What follows belongs to an exercise in optimizing a design on an open flow for small area, a short achievable clock period and few clock cycles; a production flow would make more cautious choices. Function was checked by simulation only, so behaviour that the tests miss may differ from the original.

Setup of before:
==> flow/design.v <==
module ao21x32 (input [31:0] a, input [31:0] b, input [31:0] c, output [31:0] y);
    assign y = (a & b) | c;
endmodule
module xor32 (input [31:0] a, input [31:0] b, output [31:0] y);
    assign y = a ^ b;
endmodule
module and32 (input [31:0] a, input [31:0] b, output [31:0] y);
    assign y = a & b;
endmodule
module ks32 (input [31:0] g, input [31:0] p, input ci, output [32:0] c);
    reg [31:0] G [0:5];
    reg [31:0] P [0:5];
    integer k, i;
    always @(*) begin
        G[0] = g;
        P[0] = p;
        G[0][0] = g[0] | (p[0] & ci);
        for (k = 0; k < 5; k = k + 1) begin
            for (i = 0; i < 32; i = i + 1) begin
                if (i >= (1 << k)) begin
                    G[k+1][i] = G[k][i] | (P[k][i] & G[k][i - (1 << k)]);
                    P[k+1][i] = P[k][i] & P[k][i - (1 << k)];
                end else begin
                    G[k+1][i] = G[k][i];
                    P[k+1][i] = P[k][i];
                end
            end
        end
    end
    assign c = {G[5], ci};
endmodule
module ao211x32 (input [31:0] a1, input [31:0] a2, input [31:0] b, input [31:0] c, output [31:0] y);
    assign y = (a1 & a2) | b | c;
endmodule
module nor2x32 (input [31:0] a, input [31:0] b, output [31:0] y);
    assign y = ~(a | b);
endmodule
module add32 (input [31:0] a, input [31:0] b, input sub, output [31:0] sum, output borrow);
    wire [31:0] bx, t, g;
    wire [32:0] c;
    xor32 u_bx (.a(b), .b({32{sub}}), .y(bx));
    xor32 u_t  (.a(a), .b(bx), .y(t));
    and32 u_g  (.a(a), .b(bx), .y(g));
    ks32  u_c  (.g(g), .p(t), .ci(sub), .c(c));
    xor32 u_s  (.a(t), .b(c[31:0]), .y(sum));
    assign borrow = ~c[32];
endmodule
module alu32 (
    input  [31:0] a,
    input  [31:0] b,
    input         sub,       
    input         r_add, r_logic, r_slt, r_sltu, r_shift,
    input  [1:0]  lop,       
    input         sh_left, sh_arith,
    output        eq,        
    output [31:0] y
);
    wire [31:0] sum;
    wire borrow;                             
    add32 u_add (.a(a), .b(b), .sub(sub), .sum(sum), .borrow(borrow));
    wire lt_s = borrow ^ a[31] ^ b[31];      
    wire [31:0] x_and = a & b;
    wire [31:0] x_or  = a | b;
    wire [31:0] x_xor = a ^ b;
    reg  [31:0] lg;
    always @(*) begin
        case (lop)
            2'd0: lg = x_and;
            2'd1: lg = x_or;
            2'd2: lg = x_xor;
            default: lg = ~x_or;
        endcase
    end
    assign eq = (a == b);
    wire fill = sh_arith & b[31];
    wire big = |a[31:5];
    reg [31:0] x [0:5];
    integer k, i, s;
    always @(*) begin
        x[0] = b;
        for (k = 0; k < 5; k = k + 1) begin
            s = 1 << k;
            for (i = 0; i < 32; i = i + 1) begin
                if (!a[k])
                    x[k+1][i] = x[k][i];
                else if (sh_left)
                    x[k+1][i] = (i >= s) ? x[k][i-s] : 1'b0;
                else
                    x[k+1][i] = (i + s < 32) ? x[k][i+s] : fill;
            end
        end
    end
    wire [31:0] sh = big ? {32{fill}} : x[5];
    wire [31:0] other = ({32{r_logic}} & lg) | ({32{r_shift}} & sh);
    wire [31:0] y_hi;
    ao21x32 u_y (.a(sum), .b({32{r_add}}), .c(other), .y(y_hi));
    assign y = {y_hi[31:1], y_hi[0] | (r_slt & lt_s) | (r_sltu & borrow)};
endmodule
module rf_aoi222 (input a1, a2, b1, b2, c1, c2, output y);
    assign y = ~((a1 & a2) | (b1 & b2) | (c1 & c2));
endmodule
module rf_nand2 (input a, b, output y);
    assign y = ~(a & b);
endmodule
module rf_nand3 (input a, b, c, output y);
    assign y = ~(a & b & c);
endmodule
module rf_nand4 (input a, b, c, d, output y);
    assign y = ~(a & b & c & d);
endmodule
module rf_nor3 (input a, b, c, output y);
    assign y = ~(a | b | c);
endmodule
module rf_rbit (input [30:0] d, input [30:0] s, output yn);
    wire [10:0] t;
    genvar g;
    generate
        for (g = 0; g < 10; g = g + 1) begin : g_aoi
            rf_aoi222 u (.a1(d[3*g]), .a2(s[3*g]), .b1(d[3*g+1]), .b2(s[3*g+1]),
                         .c1(d[3*g+2]), .c2(s[3*g+2]), .y(t[g]));
        end
    endgenerate
    rf_nand2 u_n2 (.a(d[30]), .b(s[30]), .y(t[10]));
    wire u0, u1, u2;
    rf_nand4 u_a (.a(t[0]), .b(t[1]), .c(t[2]), .d(t[3]), .y(u0));
    rf_nand4 u_b (.a(t[4]), .b(t[5]), .c(t[6]), .d(t[7]), .y(u1));
    rf_nand3 u_c (.a(t[8]), .b(t[9]), .c(t[10]), .y(u2));
    rf_nor3  u_o (.a(u0), .b(u1), .c(u2), .y(yn));
endmodule
module registerfile32 (
    input         clk,
    input         reset,
    input         we,
    input  [4:0]  wa,
    input  [31:0] wd,
    input  [4:0]  ra1,
    input  [4:0]  ra2,
    output [31:0] rd1n,      
    output [31:0] rd2n
);
    reg [31:0] r [1:31];
    wire [31:0] wdg = reset ? 32'd0 : wd;
    wire [30:0] s1, s2;
    genvar i, j;
    generate
        for (i = 1; i < 32; i = i + 1) begin : g_reg
            wire en = reset | (we & (wa == i));
            always @(posedge clk)
                if (en) r[i] <= wdg;
            assign s1[i-1] = (ra1 == i);
            assign s2[i-1] = (ra2 == i);
        end
        for (j = 0; j < 32; j = j + 1) begin : g_bit
            wire [30:0] d;
            for (i = 1; i < 32; i = i + 1) begin : g_d
                assign d[i-1] = r[i][j];
            end
            rf_rbit u1 (.d(d), .s(s1), .yn(rd1n[j]));
            rf_rbit u2 (.d(d), .s(s2), .yn(rd2n[j]));
        end
    endgenerate
endmodule
module MISP(
    input           clk,
    input           reset,
    output [31:0]   imem_addr,
    input  [31:0]   imem_data,
    output [31:0]   dmem_addr,
    output [31:0]   dmem_wdata,
    output          dmem_we,
    output          dmem_re,
    input  [31:0]   dmem_rdata
);
    reg  [9:0]  pc;
    reg         pend;        
    reg  [9:0]  boff;        
    wire        stall;       
    wire [31:0] ins = imem_data;
    wire [5:0]  op  = ins[31:26];
    wire [5:0]  fn  = ins[5:0];
    wire [4:0]  rs  = ins[25:21];
    wire [4:0]  rt  = ins[20:16];
    wire [4:0]  rd  = ins[15:11];
    wire [15:0] imm = ins[15:0];
    wire [9:0]  pc_add = pc + (pend ? boff : 10'd1);
    wire        is_j   = (op == 6'b000010);
    wire [9:0]  pc_nxt = stall ? pc : (is_j & ~pend) ? ins[9:0] : pc_add;
    wire is_r   = (op == 6'b000000);
    wire is_ia  = (op[5:3] == 3'b001);
    wire is_lw  = (op == 6'b100011);
    wire is_sw  = (op == 6'b101011);
    wire is_beq = (op == 6'b000100);
    wire is_bne = (op == 6'b000101);
    wire is_lui = (op == 6'b001111);
    wire is_csh = is_r & (fn[5:2] == 4'b0000);       
    wire [4:0] d_wa  = is_r ? rd : rt;
    wire       d_wen = (is_r | is_ia | is_lw) & (d_wa != 5'd0);
    wire       d_sub    = is_r ? (fn[5] & fn[1] & ~fn[2]) : is_ia & (op[2:1] == 2'b01);
    wire       d_radd   = is_r ? (fn[5:2] == 4'b1000) : (is_lw | is_sw | is_lui | (is_ia & (op[2:1] == 2'b00)));
    wire       d_rlogic = is_r ? (fn[5:2] == 4'b1001) : is_ia & (op[2:1] != 2'b01) & (op[2] & ~(op[1] & op[0]));
    wire [1:0] d_lop    = is_r ? fn[1:0] : op[1:0];
    wire       d_rslt   = is_r ? (fn == 6'b101010) : is_ia & (op[2:0] == 3'b010);
    wire       d_rsltu  = is_r ? (fn == 6'b101011) : is_ia & (op[2:0] == 3'b011);
    wire       d_rshift = is_r & ~fn[5];
    wire       uses_rt  = is_r | is_sw | is_beq | is_bne;
    wire       use_imm  = ~(is_r | is_beq | is_bne);
    reg [31:0] e_a, e_b, e_aux;      
    reg [4:0]  e_wa;
    reg        e_wen, e_load, e_store, e_beq, e_bne;
    reg        e_sub, e_radd, e_rlogic, e_rslt, e_rsltu, e_rshift;
    reg [1:0]  e_lop;
    reg        e_shleft, e_sharith;
    wire [31:0] e_y;
    wire        e_eq;
    alu32 alu (
        .a(e_a), .b(e_b), .sub(e_sub),
        .r_add(e_radd), .r_logic(e_rlogic), .r_slt(e_rslt), .r_sltu(e_rsltu),
        .r_shift(e_rshift), .lop(e_lop),
        .sh_left(e_shleft), .sh_arith(e_sharith),
        .eq(e_eq), .y(e_y)
    );
    wire        e_taken = (e_beq & e_eq) | (e_bne & ~e_eq);
    assign stall = e_load & e_wen & ~is_j & ((e_wa == rs) | (uses_rt & (e_wa == rt)));
    reg [31:0] m_val, m_wd;
    reg [4:0]  m_wa;
    reg        m_wen, m_load, m_store;
    wire [31:0] m_res = m_load ? dmem_rdata : m_val;
    wire [31:0] rd1n, rd2n;      
    registerfile32 rf (
        .clk(clk), .reset(reset),
        .we(m_wen), .wa(m_wa), .wd(m_res),
        .ra1(rs), .ra2(rt), .rd1n(rd1n), .rd2n(rd2n)
    );
    wire a_e  = e_wen & (e_wa == rs);
    wire a_m  = ~a_e & m_wen & (m_wa == rs);
    wire a_rf = ~a_e & ~a_m;
    wire b_e  = e_wen & (e_wa == rt);
    wire b_m  = ~b_e & m_wen & (m_wa == rt);
    wire b_rf = ~b_e & ~b_m;
    wire a_reg = ~(is_csh | is_lui);     
    wire [31:0] immx = is_lui ? {imm, 16'd0} : {{16{imm[15]}}, imm};
    wire        a_es = a_reg & a_e,   a_ms = a_reg & a_m,   a_rs = a_reg & a_rf;
    wire        b_es = ~use_imm & b_e, b_ms = ~use_imm & b_m, b_rs = ~use_imm & b_rf;
    wire        x_es = is_sw & b_e,   x_ms = is_sw & b_m,   x_rs = is_sw & b_rf;
    wire [31:0] a_oth = ({32{a_ms}} & m_res) | {27'd0, ins[10:6] & {5{is_csh}}};
    wire [31:0] b_oth = ({32{b_ms}} & m_res) | (immx & {32{use_imm}});
    wire [31:0] x_oth = ({32{x_ms}} & m_res) | ({16'd0, imm} & {32{~is_sw}});
    wire [31:0] a_reg_v, b_reg_v, x_reg_v;
    nor2x32 u_ra (.a(rd1n), .b({32{~a_rs}}), .y(a_reg_v));
    nor2x32 u_rb (.a(rd2n), .b({32{~b_rs}}), .y(b_reg_v));
    nor2x32 u_rx (.a(rd2n), .b({32{~x_rs}}), .y(x_reg_v));
    wire [31:0] d_a, d_b, d_aux;
    ao211x32 u_ba (.a1(e_y), .a2({32{a_es}}), .b(a_reg_v), .c(a_oth), .y(d_a));
    ao211x32 u_bb (.a1(e_y), .a2({32{b_es}}), .b(b_reg_v), .c(b_oth), .y(d_b));
    ao211x32 u_bx (.a1(e_y), .a2({32{x_es}}), .b(x_reg_v), .c(x_oth), .y(d_aux));
    wire        bub = reset | stall;
    always @(posedge clk) begin
        pc   <= reset ? 10'd0 : pc_nxt;
        pend <= ~reset & (stall ? pend : e_taken);
        if (~pend) boff <= e_aux[9:0] - 10'd1;
        m_val   <= e_y;
        m_wd    <= e_aux;
        m_wa    <= e_wa;
        m_wen   <= ~reset & e_wen;
        m_load  <= ~reset & e_load;
        m_store <= ~reset & e_store;
        e_a   <= d_a;
        e_b   <= d_b;
        e_aux <= d_aux;
        e_wa  <= d_wa;
        e_wen   <= ~bub & d_wen;
        e_load  <= ~bub & is_lw;
        e_store <= ~bub & is_sw;
        e_beq   <= ~bub & is_beq;
        e_bne   <= ~bub & is_bne;
        e_sub     <= d_sub;
        e_radd    <= d_radd;
        e_rlogic  <= d_rlogic;
        e_lop     <= d_lop;
        e_rslt    <= d_rslt;
        e_rsltu   <= d_rsltu;
        e_rshift  <= d_rshift;
        e_shleft  <= ~fn[1];
        e_sharith <= fn[0];
    end
    assign imem_addr  = {20'd0, pc, 2'b00};
    assign dmem_addr  = m_val;
    assign dmem_wdata = m_wd;
    assign dmem_we    = m_store;
    assign dmem_re    = m_load;
endmodule
export LEC_CHECK = 0
export CAP_MARGIN = 20
export CORE_MARGIN = 2
export CORE_UTILIZATION = 40
export PLACE_DENSITY = 0.5
export SETUP_SLACK_MARGIN = 4.0
export SLEW_MARGIN = 20
export SYNTH_HIERARCHICAL = 1
create_clock -name core_clock -period 7.0 [get_ports {clk}]
run.sh (not shown) runs the stock make flow with config.mk's settings and CLKGATE_MAP_FILE= SYNTH_SCRIPT=/design/flow/synth_recipe.tcl, a recipe that flattens the netlist after the stock synthesis.
Testbench counts of before, summed over its fixed seeds: cycles 410,342.
For after, these inputs were changed with respect to before:
-- flow/design.v --
<<< before, line 173
);
    reg  [9:0]  pc;
    reg         pend;        
    reg  [9:0]  boff;        
    wire        stall;       
    wire [31:0] ins = imem_data;
    wire [5:0]  op  = ins[31:26];
    wire [5:0]  fn  = ins[5:0];
>>> after, line 173
);
    reg  [9:0]  pc;
    reg  [31:0] f_ins;       
    reg         f_v;         
    wire        stall;       
    wire        e_taken;
    reg  [31:0] e_aux;
    wire        f_j    = (imem_data[31:26] == 6'b000010);
    wire [9:0]  pc_seq = pc + 10'd1;
    wire [9:0]  pc_br  = pc + e_aux[9:0];
    wire [9:0]  pc_nxt = e_taken ? pc_br : stall ? pc : f_j ? imem_data[9:0] : pc_seq;
    wire [31:0] ins = f_ins;
    wire [5:0]  op  = ins[31:26];
    wire [5:0]  fn  = ins[5:0];
<<< before, line 183
    wire [4:0]  rd  = ins[15:11];
    wire [15:0] imm = ins[15:0];
    wire [9:0]  pc_add = pc + (pend ? boff : 10'd1);
    wire        is_j   = (op == 6'b000010);
    wire [9:0]  pc_nxt = stall ? pc : (is_j & ~pend) ? ins[9:0] : pc_add;
    wire is_r   = (op == 6'b000000);
    wire is_ia  = (op[5:3] == 3'b001);
>>> after, line 189
    wire [4:0]  rd  = ins[15:11];
    wire [15:0] imm = ins[15:0];
    wire        is_j = (op == 6'b000010);
    wire is_r   = (op == 6'b000000);
    wire is_ia  = (op[5:3] == 3'b001);
<<< before, line 205
    wire       uses_rt  = is_r | is_sw | is_beq | is_bne;
    wire       use_imm  = ~(is_r | is_beq | is_bne);
    reg [31:0] e_a, e_b, e_aux;      
    reg [4:0]  e_wa;
    reg        e_wen, e_load, e_store, e_beq, e_bne;
>>> after, line 209
    wire       uses_rt  = is_r | is_sw | is_beq | is_bne;
    wire       use_imm  = ~(is_r | is_beq | is_bne);
    reg [31:0] e_a, e_b;             
    reg [4:0]  e_wa;
    reg        e_wen, e_load, e_store, e_beq, e_bne;
<<< before, line 220
        .eq(e_eq), .y(e_y)
    );
    wire        e_taken = (e_beq & e_eq) | (e_bne & ~e_eq);
    assign stall = e_load & e_wen & ~is_j & ((e_wa == rs) | (uses_rt & (e_wa == rt)));
    reg [31:0] m_val, m_wd;
>>> after, line 224
        .eq(e_eq), .y(e_y)
    );
    assign      e_taken = (e_beq & e_eq) | (e_bne & ~e_eq);
    assign stall = e_load & e_wen & ~is_j & ((e_wa == rs) | (uses_rt & (e_wa == rt)));
    reg [31:0] m_val, m_wd;
<<< before, line 245
    wire [31:0] a_oth = ({32{a_ms}} & m_res) | {27'd0, ins[10:6] & {5{is_csh}}};
    wire [31:0] b_oth = ({32{b_ms}} & m_res) | (immx & {32{use_imm}});
    wire [31:0] x_oth = ({32{x_ms}} & m_res) | ({16'd0, imm} & {32{~is_sw}});
    wire [31:0] a_reg_v, b_reg_v, x_reg_v;
    nor2x32 u_ra (.a(rd1n), .b({32{~a_rs}}), .y(a_reg_v));
>>> after, line 249
    wire [31:0] a_oth = ({32{a_ms}} & m_res) | {27'd0, ins[10:6] & {5{is_csh}}};
    wire [31:0] b_oth = ({32{b_ms}} & m_res) | (immx & {32{use_imm}});
    wire [31:0] x_oth = ({32{x_ms}} & m_res) | ({22'd0, imm[9:0] - 10'd1} & {32{~is_sw}});
    wire [31:0] a_reg_v, b_reg_v, x_reg_v;
    nor2x32 u_ra (.a(rd1n), .b({32{~a_rs}}), .y(a_reg_v));
<<< before, line 254
    ao211x32 u_bb (.a1(e_y), .a2({32{b_es}}), .b(b_reg_v), .c(b_oth), .y(d_b));
    ao211x32 u_bx (.a1(e_y), .a2({32{x_es}}), .b(x_reg_v), .c(x_oth), .y(d_aux));
    wire        bub = reset | stall;
    always @(posedge clk) begin
        pc   <= reset ? 10'd0 : pc_nxt;
        pend <= ~reset & (stall ? pend : e_taken);
        if (~pend) boff <= e_aux[9:0] - 10'd1;
        m_val   <= e_y;
        m_wd    <= e_aux;
>>> after, line 258
    ao211x32 u_bb (.a1(e_y), .a2({32{b_es}}), .b(b_reg_v), .c(b_oth), .y(d_b));
    ao211x32 u_bx (.a1(e_y), .a2({32{x_es}}), .b(x_reg_v), .c(x_oth), .y(d_aux));
    wire        bub = reset | stall | ~f_v;
    always @(posedge clk) begin
        pc   <= reset ? 10'd0 : pc_nxt;
        if (~stall | reset) begin
            f_ins <= imem_data;
            f_v   <= ~reset;
        end
        m_val   <= e_y;
        m_wd    <= e_aux;
Notes after the runs:
before has a lower x dimension of the die than after. Comparing area overhead of the layout relative to synthesis for after and before, the bigger number came from before. before → after: number of instances in the synthesized netlist +37, maximum clock frequency +5.1%, post-detailed-route via-to-cell ratio -0.91%, slew of the pin with the lowest slew margin +0.067 ns. Result: PASS for each of after and before.
Testbench counts of after, summed over its fixed seeds: cycles 410,726.

-- re-timing with driven ports --
The flow's constraints put no driver on any port. The routed layouts listed below were extracted and timed again, unchanged, in two steps.
Step 1: set_driving_cell puts a clkbuf_16 on clk and a buf_2 on each other input, an assumption about the parent block.
Step 2 moves the port delays by t, midway between the first and last clock arrival at a register: inputs arrive t later, outputs are due t later. That takes back most of the time a late clock gives input paths.
a / b / c = no drivers / after step 1 / after step 2; a / b = the first two.
| run | shift t [ns] | setup slack, ns | slew at the worst register clock pin (ns) |
|---|---|---|---|
| before | 0.853 | 3.525 / 3.552 / 2.699 | 0.07 / 0.07 |
| after | 0.861 | 3.693 / 3.693 / 3.297 | 0.08 / 0.08 |
After both steps setup and hold are still met in every run listed. For before, which loses most, drivers alone change the setup slack by +0.027 ns; drivers and shift together by -0.826 ns.
